Context: an optimization exercise on an open-source flow, tuned for small area. The choices shown serve that exercise and are no tape-out recipe.
Only simulation tests tie the RTL to the original design; equivalence was not proved.
The flow treats the clock pin as an ideal source, which a real chip does not have.
Power figures rest on the tool's default switching activity, not on a simulated workload.

old:
==> flow/design.v (excerpt) <==
module vga_top(ClkPort, BtnR, BtnC, BtnU, BtnD,
	vga_h_sync, vga_v_sync, vga_r, vga_g, vga_b,
	An0, An1, An2, An3,
	Ca, Cb, Cc, Cd, Ce, Cf, Cg, Dp);
==> flow/config.mk <==
export PLATFORM = sky130hd
export DESIGN_NAME = vga_top
export DESIGN_NICKNAME = vga_top
export VERILOG_FILES = /design/flow/design.v
export SDC_FILE = /design/flow/constraint.sdc
export NUM_CORES = 4
export LEC_CHECK = 0
export ABC_AREA = 1
export CAP_MARGIN = 20
export CORE_MARGIN = 2
export CORE_UTILIZATION = 40
export PLACE_DENSITY = 0.6
export SLEW_MARGIN = 20
==> flow/constraint.sdc <==
create_clock -name core_clock -period 20.0 [get_ports {ClkPort}]
set_input_delay 4.0000 -clock core_clock [delete_from_list [all_inputs] [get_ports {ClkPort}]]
set_output_delay 4.0000 -clock core_clock [all_outputs]
set_load 0.01 [all_outputs]
standard.sh (not shown) runs the stock make flow with config.mk's settings and CLKGATE_MAP_FILE= SYNTH_SCRIPT=/design/flow/synth_recipe.tcl, a recipe that flattens the netlist after the stock synthesis.
==> flow/flow/run.sh <==
#!/bin/bash
# Own layout flow: the standard ORFS flow (standard.sh) with changes that
# only affect how the layout is made:
#  - synthesis maps all logic, adders included, with an area-oriented ABC
#    script (flow/abc_area.script) instead of first mapping adders to
#    half/full-adder cells; yosys's own passes, and so the registers, are
#    those of the standard synthesis;
#  - ports are buffered with the smallest buffer;
#  - clock tree synthesis uses clkbuf_8 buffers and no dummy loads, and then
#    (flow/post_cts.tcl) leaf buffers that drive at most 9 flip-flops are
#    downsized to clkbuf_4.
# Each tool's output stays in orfs/logs; make's own output goes to flow_make.log.
set -euo pipefail
here=$(pwd)
rm -rf "$here/scripts_local"
cp -r "$FLOW_HOME/scripts" "$here/scripts_local"
cp "$here/flow/abc_area.script" "$here/scripts_local/abc_area.script"
bash "$here/standard.sh" "SCRIPTS_DIR=$here/scripts_local" \
	"ADDER_MAP_FILE=" "MIN_BUF_CELL_AND_PORTS=sky130_fd_sc_hd__buf_1 A X" \
	"BUFFER_PORTS_ARGS=-buffer_cell sky130_fd_sc_hd__buf_1" \
	"CTS_ARGS=-sink_clustering_enable -repair_clock_nets -dont_use_dummy_load -sink_clustering_size 30 -sink_clustering_max_diameter 100 -buf_list sky130_fd_sc_hd__clkbuf_8" \
	"POST_CTS_TCL=$here/flow/post_cts.tcl" "CLK_DOWNSIZE_FANOUT=9" \
	finish > "$here/flow_make.log" 2>&1
==> flow/flow/abc_area.script <==
strash
&get -n
&deepsyn -T 180
&put
dch -f
amap
topo
==> flow/flow/post_cts.tcl <==
# Clock tree leaf buffers that drive only a few flip-flops are downsized to
# clkbuf_4, which keeps their clock pins' slew well inside the limit; then
# the placement is legalized again.
set n 0
foreach inst [get_cells clkbuf_*] {
  if {[get_property $inst ref_name] != "sky130_fd_sc_hd__clkbuf_8"} { continue }
  set o [get_pins -of_objects $inst -filter "direction==output"]
  set loads [expr {[llength [get_pins -of_objects [get_nets -of_objects $o]]] - 1}]
  set leaf 1
  foreach p [get_pins -of_objects [get_nets -of_objects $o]] {
    if {[get_property $p direction] == "input" && [string match "clkbuf_*" [get_full_name [get_cells -of_objects $p]]]} { set leaf 0 }
  }
  if {$leaf && $loads <= $::env(CLK_DOWNSIZE_FANOUT)} {
    puts "downsizing [get_full_name $inst] ($loads loads)"
    replace_cell $inst sky130_fd_sc_hd__clkbuf_4
    incr n
  }
}
puts "downsized $n clock buffers"
if {$n > 0} { detailed_placement }
## Diff of input files: new against old
diff --git a/flow/design.v b/flow/design.v
--- a/flow/design.v
+++ b/flow/design.v
@@ -86,12 +86,16 @@
 		end
 	wire hs = (cx1 == 3'd4 && cx0 >= 8'd89) || (cx1 == 3'd5 && cx0 <= 8'd42);
 	always @(posedge clk)
 		vs <= (cy == 490) || (cy == 491);
 	assign vga_h_sync = ~hs;
 	assign vga_v_sync = ~vs;
+	reg started;
+	always @(posedge clk, posedge rst)
+		if (rst) started <= 0;
+		else started <= 1'b1;
 	reg [1:0] xs;       
 	reg [2:0] w1;       
 	reg [7:0] w0;
 	reg shc;            
 	reg [1:0] os;       
 	reg [31:0] lc;      
@@ -113,55 +117,56 @@
 	wire [2:0] icx = 3'd7 - w1 - h;           
 	wire [2:0] ic = (icx >= 3'd5) ? icx - 3'd5 : icx;
 	wire adv = (w0 == thr);                   
 	wire at230 = (w0 == thr + 8'd1);
 	always @(posedge clk, posedge rst)
 		if (rst) begin
-			xs <= 0; w1 <= 3'd0; w0 <= 8'd69; shc <= 0;
+			xs <= 0; shc <= 0;
 		end else if (tick_x) case (xs)
-			2'd0: begin
-				w1 <= 3'd0; w0 <= 8'd69;
-				if (BtnC) xs <= 2'd1;
-			end
+			2'd0: if (BtnC) xs <= 2'd1;
 			2'd1: begin
 				if (q_Lose) xs <= 2'd2;
-				if (w1 == 3'd0 && w0 == 8'd8) begin
-					w1 <= 3'd4; w0 <= 8'd141;
-				end else if (w0 == 8'd0) begin
-					w1 <= w1 - 1'b1; w0 <= 8'd141;
-				end else
-					w0 <= w0 - 1'b1;
 				shc <= at230;
 			end
 			default: if (BtnD) xs <= 2'd0;
 		endcase
+	always @(posedge clk)
+		if (!started || (tick_x && xs == 2'd0)) begin
+			w1 <= 3'd0; w0 <= 8'd69;
+		end else if (tick_x && xs == 2'd1) begin
+			if (w1 == 3'd0 && w0 == 8'd8) begin
+				w1 <= 3'd4; w0 <= 8'd141;
+			end else if (w0 == 8'd0) begin
+				w1 <= w1 - 1'b1; w0 <= 8'd141;
+			end else
+				w0 <= w0 - 1'b1;
+		end
 	wire restart = tick_x && (xs == 2'd0) && (ic != 3'd2);
 	wire step = tick_x && (xs == 2'd1) && adv;
 	wire chg = restart || step;
 	wire [2:0] icw = restart ? 3'd4 : (ic >= 3'd2) ? ic - 3'd2 : ic + 3'd3;
 	wire rise = restart ? 1'b0 : ((ic == 3'd0) || (ic == 3'd2));
 	always @(posedge clk, posedge rst)
 		if (rst) begin
-			sc0 <= 0; sc1 <= 0; sc2 <= 0; sc3 <= 0; sc4 <= 0; lf <= 0; pend <= 0;
+			lf <= 0; pend <= 0;
 		end else begin
 			pend <= chg & rise;
 			if (pend) lf <= (lf[3] && lf[1] && lf[0]) ? 4'd0 : lf + 1'b1;    
-			if (chg) case (icw)
-				3'd0: sc0 <= lf;
-				3'd1: sc1 <= lf;
-				3'd2: sc2 <= lf;
-				3'd3: sc3 <= lf;
-				default: sc4 <= lf;
-			endcase
 		end
+	always @(posedge clk) begin
+		if (!started || (chg && icw == 3'd0)) sc0 <= lf;
+		if (!started || (chg && icw == 3'd1)) sc1 <= lf;
+		if (!started || (chg && icw == 3'd2)) sc2 <= lf;
+		if (!started || (chg && icw == 3'd3)) sc3 <= lf;
+		if (!started || (chg && icw == 3'd4)) sc4 <= lf;
+	end
 	wire fly = tick_fly && (fs == 2'd1) && !q_Lose;
 	wire a_up = fly && BtnU && (a != 8'd1);                  
 	wire a_dn = fly && !a_up && BtnD && (a != 8'd155);
-	always @(posedge clk, posedge rst)
-		if (rst) a <= 8'd55;
-		else if (tick_fly && fs == 2'd0) a <= 8'd55;
+	always @(posedge clk)
+		if (!started || (tick_fly && fs == 2'd0)) a <= 8'd55;
 		else a <= a + {{7{a_up}}, a_up | a_dn};
 	always @(posedge clk, posedge rst)
 		if (rst) fs <= 0;
 		else if (tick_fly) case (fs)
 			2'd0: if (BtnC) fs <= 2'd1;
 			2'd1: if (q_Lose) fs <= 2'd2;
@@ -206,13 +211,13 @@
 	always @(posedge clk)
 		gz <= ccond;
 	always @(posedge clk, posedge rst)
 		if (rst) begin
 			d0 <= 0; d1 <= 0; d2 <= 0; th <= 0;
 		end else begin
-			if (ccond && !gz) begin
+			if (ccond && !gz && started) begin
 				if (th && d1[1] && d0[1] && d0[0]) begin    
 					th <= 0; d1 <= 0; d0 <= 0;
 				end else if (!(d0[3] && d0[0])) d0 <= d0 + 1'b1;    
 				else begin
 					d0 <= 0;
 					if (!(d1[3] && d1[0])) d1 <= d1 + 1'b1;
## What came out
- Relative to old, the power in combinational cells measured on new has decreased by more than a quarter.
- Going from old to new, worst-margin pin slew up 0.058 ns, worst hold slack picked up an extra 0.0053 ns, fraction of final layout cells sized beyond drive strength 1 dropped 0.60 points.
- Higher biggest fanout along the worst timing path was reported by new, not old.
- NOTE final cell count without fillers old->new decreased by a few percent
- The fraction of power spent switching nets number comes out lower for new vs old.
- NOTE: via count of the first global-routing pass in new falls short of that of old

==> static timing again, ports no longer ideal <==
The flow's constraints put no driver on any port. The routed layouts listed below were extracted and timed again, unchanged, in two steps.
Step 1: set_driving_cell puts a clkbuf_16 on ClkPort and a buf_2 on each other input, an assumption about the parent block.
Step 2, shift: input delay + t, output delay - t, t = (earliest + latest rising clock arrival at the registers) / 2. This alone moves slack from input paths to output paths.
Three values: ideal ports, drivers, drivers and shift; two values: the first two.
run | t (ns) | setup slack, ns | worst setup path at the end
old | 0.484 | 9.583 / 9.583 / 9.583 | register to register
new | 0.471 | 9.505 / 9.505 / 9.505 | register to register
After both steps every run listed still meets setup and hold.
